Context: an optimization exercise on an open-source flow, tuned for small area, a short achievable clock period and few clock cycles. The choices shown serve that exercise and are no tape-out recipe. Where RTL was checked, it was by simulation tests only, not by an equivalence proof against the original. For run 1, only the layout was checked, not whether the RTL still works.

==> flow/design.v, too long to show whole: its modules and the start of the top module <==
// module MandelbrotGen: 7534 lines
// module mfa: 4 lines
// module mha: 4 lines
// module mnor2: 3 lines
// module mnand2: 3 lines
module MandelbrotGen(
		input Clk_100M,           
		input  [4:0]BTNS,         
		input  SW0,               
		input  SW15,              
		output reg [18:0] addrA,  
		output reg [11:0] dinA,   
		output reg wea            
    );
  // ...
==> flow/flow/run.sh <==
#!/bin/bash
# Layout flow: the standard synthesis (standard.sh synth), then the
# standard ORFS layout steps (standard.sh's make command) with these changes:
#  - the resizer's timing repair aims for a larger setup slack margin, so that
#    it shortens the critical paths below the clock period;
#  - extra ORFS variables given in EXTRA below.
# Each tool's output goes to a log file in this folder.
set -euo pipefail
MARGIN=7.5
EXTRA='BUFFER_PORTS_ARGS="-buffer_cell sky130_fd_sc_hd__buf_2"'
bash standard.sh synth > synth.log 2>&1
sed -e "s/SETUP_SLACK_MARGIN=[0-9.]*/SETUP_SLACK_MARGIN=$MARGIN/" \
    -e "s|\"\${@:-finish}\"|$EXTRA \"\${@:-finish}\"|" standard.sh > layout.sh
bash layout.sh > layout.log 2>&1
==> flow/standard.sh <==
#!/bin/bash
# synth_recipe.tcl (not shown) runs the flow's synth.tcl, then flattens the netlist and writes it again
# the make line also repeats each setting of config.mk as NAME=value (left out here)
make -C /OpenROAD-flow-scripts/flow DESIGN_CONFIG=/design/flow/config.mk WORK_HOME=/design/flow/orfs CLKGATE_MAP_FILE= SYNTH_SCRIPT=/design/flow/synth_recipe.tcl "${@:-finish}"
==> flow/config.mk <==
export PLATFORM = sky130hd
export DESIGN_NAME = MandelbrotGen
export DESIGN_NICKNAME = MandelbrotGen
export VERILOG_FILES = /design/flow/design.v
export SDC_FILE = /design/flow/constraint.sdc
export NUM_CORES = 8
export LEC_CHECK = 0
export ABC_AREA = 1
export CAP_MARGIN = 70
export CORE_MARGIN = 2
export CORE_UTILIZATION = 40
export CTS_BUF_LIST = sky130_fd_sc_hd__clkbuf_8
export CTS_CLUSTER_DIAMETER = 100
export CTS_CLUSTER_SIZE = 10
export SETUP_SLACK_MARGIN = 5
export SLEW_MARGIN = 70
export SYNTH_HIERARCHICAL = 1
export SYNTH_MINIMUM_KEEP_SIZE = 0
export TNS_END_PERCENT = 0
==> flow/constraint.sdc <==
create_clock -name core_clock -period 11.0 [get_ports {Clk_100M}]
set_input_delay 2.2000 -clock core_clock [delete_from_list [all_inputs] [get_ports {Clk_100M}]]
set_output_delay 2.2000 -clock core_clock [all_outputs]
set_load 0.01 [all_outputs]
==> flow_summary_export.csv, run 1 <==
group,metric,value,unit
route,wl_met3,27500,um
route,ant_nets,0,
global_route,antenna_found_initial,10,
run_status,status,"finished clean",
cts,cts_setup_buffers,174,
critical_path,start_kind,"flip-flop",
route,drc_errors,0,
final_layout,insertedDiodeCount,11,
route,detail_route.vias_per_cell,5.56,
logic_synthesis,yosysMostFrequentCell,"fa_1",
route,first_pass_iters,6,
cts,cts_tree,"yes",
global_route,overflow,0,
floorplanning,start_util,0.402,
critical_path,crit_cells,12,
hold_path,holdCritStartpoint,"cr1c[12]",
timing,post-route-period-util,0.354,
logic_synthesis,synthSimpleGateAreaFrac,0.148,
logic_synthesis,synth_top_family_by_area,"adder cells",
hold_path,hp-class,"reg -> reg",
logic_synthesis,synth.distinct_cells,62,
final_layout,syn_to_final_growth,12.3,%
place,place_congestion,0.912,
floorplanning,die_w,506,um
logic_synthesis,synth_mux_area_frac,0,
critical_path,crit_type,"reg -> reg",
global_route,grt_max_degree,62,
place,placed_area,108000,um2
timing,setup_tns,0,ps
==> inputs of run 2 (changes only) <==
--- a/flow/design.v
+++ b/flow/design.v
@@ -29,17 +29,17 @@
 reg [9:0] xn;                  
 reg [8:0] yn;                  
 reg row_end;                   
 reg [2:0] ipar;                
 reg [2:0] hpar;                
 reg [17:0] ci_even, ci_odd;
 reg [17:0] zr1a, zi1a, cr1a, cr2a;
 reg rp1a, rp2a;                    
-reg [17:0] ci2a;                      
+wire [17:0] ci2a = rp2a ? ci_odd : ci_even;
 reg [7:0] n1a, n2a;            
 reg v1a, d1a, v2a, d2a;        
 reg [2:0] t1a, t2a;            
 wire [117-1:0] cuta_w;
 reg  [117-1:0] cuta_q;
 wire [17:0] nzra, nzia;
 wire esca;
 wire [17:0] zr1_n_u_s1a = ~zr1a;
@@ -1871,17 +1871,17 @@
 assign nzra = nzr_u_s2a;
 assign nzia = nzi_u_s2a;
 assign esca = (s_sum_u_s2a >= 18'd65505) & (s_sum_u_s2a <= 18'd131039);
 wire stopa = esca | (n2a == 8'd149);
 wire reta  = v2a & d2a & (t2a == hpar) & ~restart;
 wire freea = ~v2a | reta;
 reg [17:0] zr1b, zi1b, cr1b, cr2b;
 reg rp1b, rp2b;                    
-reg [17:0] ci2b;                      
+wire [17:0] ci2b = rp2b ? ci_odd : ci_even;
 reg [7:0] n1b, n2b;            
 reg v1b, d1b, v2b, d2b;        
 reg [2:0] t1b, t2b;            
 wire [117-1:0] cutb_w;
 reg  [117-1:0] cutb_q;
 wire [17:0] nzrb, nzib;
 wire escb;
 wire [17:0] zr1_n_u_s1b = ~zr1b;
@@ -3713,17 +3713,17 @@
 assign nzrb = nzr_u_s2b;
 assign nzib = nzi_u_s2b;
 assign escb = (s_sum_u_s2b >= 18'd65505) & (s_sum_u_s2b <= 18'd131039);
 wire stopb = escb | (n2b == 8'd149);
 wire retb  = v2b & d2b & (t2b == hpar) & ~restart;
 wire freeb = ~v2b | retb;
 reg [17:0] zr1c, zi1c, cr1c, cr2c;
 reg rp1c, rp2c;                    
-reg [17:0] ci2c;                      
+wire [17:0] ci2c = rp2c ? ci_odd : ci_even;
 reg [7:0] n1c, n2c;            
 reg v1c, d1c, v2c, d2c;        
 reg [2:0] t1c, t2c;            
 wire [117-1:0] cutc_w;
 reg  [117-1:0] cutc_q;
 wire [17:0] nzrc, nzic;
 wire escc;
 wire [17:0] zr1_n_u_s1c = ~zr1c;
@@ -5555,17 +5555,17 @@
 assign nzrc = nzr_u_s2c;
 assign nzic = nzi_u_s2c;
 assign escc = (s_sum_u_s2c >= 18'd65505) & (s_sum_u_s2c <= 18'd131039);
 wire stopc = escc | (n2c == 8'd149);
 wire retc  = v2c & d2c & (t2c == hpar) & ~restart;
 wire freec = ~v2c | retc;
 reg [17:0] zr1d, zi1d, cr1d, cr2d;
 reg rp1d, rp2d;                    
-reg [17:0] ci2d;                      
+wire [17:0] ci2d = rp2d ? ci_odd : ci_even;
 reg [7:0] n1d, n2d;            
 reg v1d, d1d, v2d, d2d;        
 reg [2:0] t1d, t2d;            
 wire [117-1:0] cutd_w;
 reg  [117-1:0] cutd_q;
 wire [17:0] nzrd, nzid;
 wire escd;
 wire [17:0] zr1_n_u_s1d = ~zr1d;
@@ -7432,62 +7432,58 @@
 		nshift = 18'd64;
 		nre0   = 18'h3B000;    
 		nim0   = 18'h03C00;    
 	end
 end
 always @(posedge Clk_100M) begin
 	cuta_q <= cuta_w;
 	cr2a <= cr1a; rp2a <= rp1a; n2a <= n1a; d2a <= d1a; t2a <= t1a;
-	ci2a <= rp1a ? ci_odd : ci_even;
 	v2a <= v1a & ~restart;
 	zr1a <= takea ? crn : nzra;
 	zi1a <= takea ? cin : nzia;
 	if (takea) begin
 		cr1a <= crn; rp1a <= yn[0];
 		n1a <= 8'd0; d1a <= 1'b0; t1a <= ipar;
 	end else begin
 		cr1a <= cr2a; rp1a <= rp2a;
 		n1a <= d2a ? n2a : n2a + 8'd1;
 		d1a <= d2a | stopa; t1a <= t2a;
 	end
 	v1a <= ~restart & ((v2a & ~reta) | takea);
 	cutb_q <= cutb_w;
 	cr2b <= cr1b; rp2b <= rp1b; n2b <= n1b; d2b <= d1b; t2b <= t1b;
-	ci2b <= rp1b ? ci_odd : ci_even;
 	v2b <= v1b & ~restart;
 	zr1b <= takeb ? crn : nzrb;
 	zi1b <= takeb ? cin : nzib;
 	if (takeb) begin
 		cr1b <= crn; rp1b <= yn[0];
 		n1b <= 8'd0; d1b <= 1'b0; t1b <= ipar;
 	end else begin
 		cr1b <= cr2b; rp1b <= rp2b;
 		n1b <= d2b ? n2b : n2b + 8'd1;
 		d1b <= d2b | stopb; t1b <= t2b;
 	end
 	v1b <= ~restart & ((v2b & ~retb) | takeb);
 	cutc_q <= cutc_w;
 	cr2c <= cr1c; rp2c <= rp1c; n2c <= n1c; d2c <= d1c; t2c <= t1c;
-	ci2c <= rp1c ? ci_odd : ci_even;
 	v2c <= v1c & ~restart;
 	zr1c <= takec ? crn : nzrc;
 	zi1c <= takec ? cin : nzic;
 	if (takec) begin
 		cr1c <= crn; rp1c <= yn[0];
 		n1c <= 8'd0; d1c <= 1'b0; t1c <= ipar;
 	end else begin
 		cr1c <= cr2c; rp1c <= rp2c;
 		n1c <= d2c ? n2c : n2c + 8'd1;
 		d1c <= d2c | stopc; t1c <= t2c;
 	end
 	v1c <= ~restart & ((v2c & ~retc) | takec);
 	cutd_q <= cutd_w;
 	cr2d <= cr1d; rp2d <= rp1d; n2d <= n1d; d2d <= d1d; t2d <= t1d;
-	ci2d <= rp1d ? ci_odd : ci_even;
 	v2d <= v1d & ~restart;
 	zr1d <= taked ? crn : nzrd;
 	zi1d <= taked ? cin : nzid;
 	if (taked) begin
 		cr1d <= crn; rp1d <= yn[0];
 		n1d <= 8'd0; d1d <= 1'b0; t1d <= ipar;
 	end else begin
 		cr1d <= cr2d; rp1d <= rp2d;
==> run 2 against run 1 <==
  * Clock skew up 22 ps
  * Clock-buffer cell count down 19
  * Die area down 1.5%
  * Critical path type unchanged
  * Final cell count down 0.25%
  * Global-route usage about the same
  * Still clean on timing, DRC and antenna
  * Non-clock buffer count up 130
  * Final area up 0.60%
==> flow_summary_export.csv, run 2 <==
group,metric,value,unit
timing,fin_ws,7170,ps
place,portBuffers,36,
timing,setup_tns,0,ps
global_route,grt_max_degree,69,
floorplanning,start_util,0.403,
cts,cts.sinks,1048,
route,drc_errors,0,
critical_path,start_kind,"flip-flop",
global_route,use_met1,0.342,
route,drt_first_iter_violations,8106,
place,hpwlAfterDp,233000,um
global_route,grt-busiest-layer,"met2",
cts,clk_pin_slew_worst_paths,100,ps
cts,clock_latency,970,ps
logic_synthesis,synthFlopType,"dfxtp_1",
final_layout,final_cell_mix,"nor2_1 (1585), fa_1 (1544), nand2_1 (1474)",
place,pre_cts_slack,6510,ps
route,ant_nets,0,
final_layout,nets,13400,
final_layout,syn_to_final_growth,14.6,%
floorplanning,rows,182,
critical_path,required,11840,ps
logic_synthesis,synthArstFlopShare,0,
logic_synthesis,yosysSeqAreaShare,0.224,
logic_synthesis,netlist_top_cells_area,"fa_1 (34%), dfxtp_1 (19%), ha_1 (7.0%)",
critical_path,endpoint_kind,"flip-flop",
critical_path,crit_path_max_fanout,9,
global_route,grt_use_total,0.253,
timing,post-route-period-util,0.348,
run,drv_cap,0,
timing,max_freq,261,MHz
floorplanning,die_w,502,um
cts,htreeDepth,3,
logic_synthesis,synth_top_area_cell,"fa_1",
cts,root_buffer,"clkbuf_8",
critical_path,slowest_stage,"fa_2",
logic_synthesis,synth-edff-count,126,
route,first_pass_iters,7,
logic_synthesis,synth-seq-cells,1048,
timing,finalHoldViolations,0,
logic_synthesis,synthTopCellsByCount,"fa_1 (1669), nor2_1 (1645), nand2_1 (1534)",
logic_synthesis,yosys.area.top_type_share,0.336,
floorplanning,core_area,246000,um2
cts,cts_tree,"yes",
timing,drv_slew,0,
route,detail_route.wirelength,322000,um
route,vias,81500,
timing,slew_headroom,0.668,
critical_path,path_common_cell,"fa_2",
critical_path,path_cells,"buf_16, clkinvlp_4, o21ai_4, buf_6, buf_8, o22ai_2, xor2_1, fa_2, fa_1, fa_2, fa_2, ha_1",
floorplanning,boundaryPins,40,
timing,finalClockSkew,105,ps
critical_path,crit_cells,12,
cts,cts.path.max_buffers,3,
final_layout,layout_commonest_cell,"nor2_1",
critical_path,worstPathArrival,4670,ps
final_layout,layout-drive-gt1-share,0.137,
cts,holdBufCountCts,0,
floorplanning,die_height,502,um
global_route,grt_pass1_vias,83500,
timing,min_period,3830,ps
critical_path,crit_buf_inv,4,
timing,tightest_slew,496,ps
cts,numCtsBuffers,119,
run_status,status,"finished clean",
route,avgRoutedWirePerCell,22.2,um
global_route,grtUsageMet2,0.388,
global_route,gr-usage-met3,0.0625,
critical_path,timing.rr.start,"zi1a[9]",
critical_path,r2r_cells,12,
global_route,grt_pass1_wl,496000,um
logic_synthesis,yosys_warnings,7,
logic_synthesis,syn_avg_cell_area,9.25,um2
final_layout,multi_input_area,74900,um2
timing,grt_setup_unrepaired,"yes",
route,detail_route.vias_per_cell,5.61,
critical_path,reg2reg_slack,7170,ps
critical_path,startpoint,"zi1a[9]",
critical_path,crit_type,"reg -> reg",
global_route,overflow,0,
timing,finalSetupViolCount,0,
logic_synthesis,syn_inst,10700,
critical_path,crit_path_max_incr_delay,560,ps
logic_synthesis,yosysMostFrequentCell,"fa_1",
logic_synthesis,syn_area,99300,um2
floorplanning,dieArea,252000,um2
final_layout,n_fill_cell,23300,
critical_path,critPathTopFamily,"adder cells",
logic_synthesis,synth.distinct_cells,64,
hold_path,hp-class,"reg -> reg",
place,place_congestion,0.918,
critical_path,rr_endpoint,"cuta_q[80]",
final_layout,layout.area.seq,22600,um2
global_route,antenna_found_initial,16,
critical_path,worstSetupEndpoint,"cuta_q[80]",
-- run 2: cell count changes after synthesis, moves of 12 or more --
cell     delta
nand2_1    -12
xor2_1     +16
o21ai_0    -12
xnor2_1    -12
nand3_1    -17
dfxtp_1    -72
-- run 2: through the flow --
stage,hold WS [ps],util,area (um2),instances
floorplan,310,-,101000,10800
global route,262,0.462,114000,14500
global placement,310,0.422,104000,13900
detailed placement,312,0.430,106000,14000
finish,270,0.462,114000,14500
CTS,262,0.455,112000,14400
-- run 2: how the worst min path moves through the flow --
| stage | to | cells past startpoint | from |
|---|---|---|---|
| CTS | cr2c[10] | 0 | cr1c[10] |
| global route | cr2c[10] | 0 | cr1c[10] |
| floorplan | cr2a[0] | 0 | cr1a[0] |
| global placement | n2a[5] | 0 | n1a[5] |
| finish | cr2c[10] | 0 | cr1c[10] |
| detailed placement | n2a[1] | 0 | n1a[1] |
-- run 2: worst reg2reg max path, stage by stage (launching register included) --
cell and delay, ps:
dfxtp_4 390, buf_16 140, clkinvlp_4 180, o21ai_4 210, buf_6 160, buf_8 160
o22ai_2 80, xor2_1 190, fa_2 360, fa_1 520, fa_2 560, fa_2 450
ha_1 300
-- run 2: layer usage --
layer,routed length [um],vias to the layer above
met3,32700,766
met2,144000,4050
li1,-,36000
met4,14000,20
met5,118,-
met1,132000,40700
-- run 2: kinds of logic after synthesis --
group | share of synthesized area
AO/OA/AOI/OAI | 0.104
XOR/XNOR | 0.0700
adder cells (fa/ha/maj) | 0.407
buffers and inverters | 0.0458
flip-flops | 0.224
other | 0.0000756
AND/OR/NAND/NOR | 0.149
-- run 2: cell type report --
class                           instances  area share
Multi-Input combinational cell       8541       0.658
Antenna cell                            9    0.000198
Clock buffer                          120      0.0145
Sequential cell                      1048       0.198
Timing Repair Buffer                  604      0.0568
Clock inverter                         49     0.00342
Timing Repair inverter                 15    0.000835
Inverter                              840      0.0322
Tap cell                             3312      0.0364
-- run 2: what timing repair did --
item | 4_1_cts | 5_1_grt
endpoints found under the setup margin | 513 | 465
resized for setup | 457 | 227
buffers inserted | 248 | 85
cloned | 23 | 7
pin swaps | 116 | 131
-- run 2: Yosys stat by module, one instance, submodules excluded --
| module | flip-flops and latches | times used | cells inside |
|---|---|---|---|
| mha | 0 | 200 | 1 |
| mnor2 | 0 | 1192 | 1 |
| MandelbrotGen | 1048 | 1 | 7580 |
| mnand2 | 0 | 112 | 1 |
| mfa | 0 | 1656 | 1 |
Testbench counts of run 2, summed over its fixed seeds: cycles 2,839,990.

-- port drivers added, routing unchanged --
The results above use ideal ports. As a check the final layouts listed here were re-extracted and re-timed, cells and wires unchanged. Step 1 sets driving cells, clkbuf_16 on the clock port and buf_2 on the other inputs (assumed; they add their load-dependent delay and slew). Step 2, shift: input delay + t, output delay - t, t = (earliest + latest rising clock arrival at the registers) / 2. This alone moves slack from input paths to output paths. Three values: ideal ports, drivers, drivers and shift; two values: the first two.
run	shift t [ns]	setup WS [ns]	worst data-port slew with drivers (ns)
run 1	1.043	7.104 / 7.104 / 7.104	0.06
run 2	1.000	7.171 / 7.171 / 7.171	0.04
After both steps setup and hold are still met in every run listed.
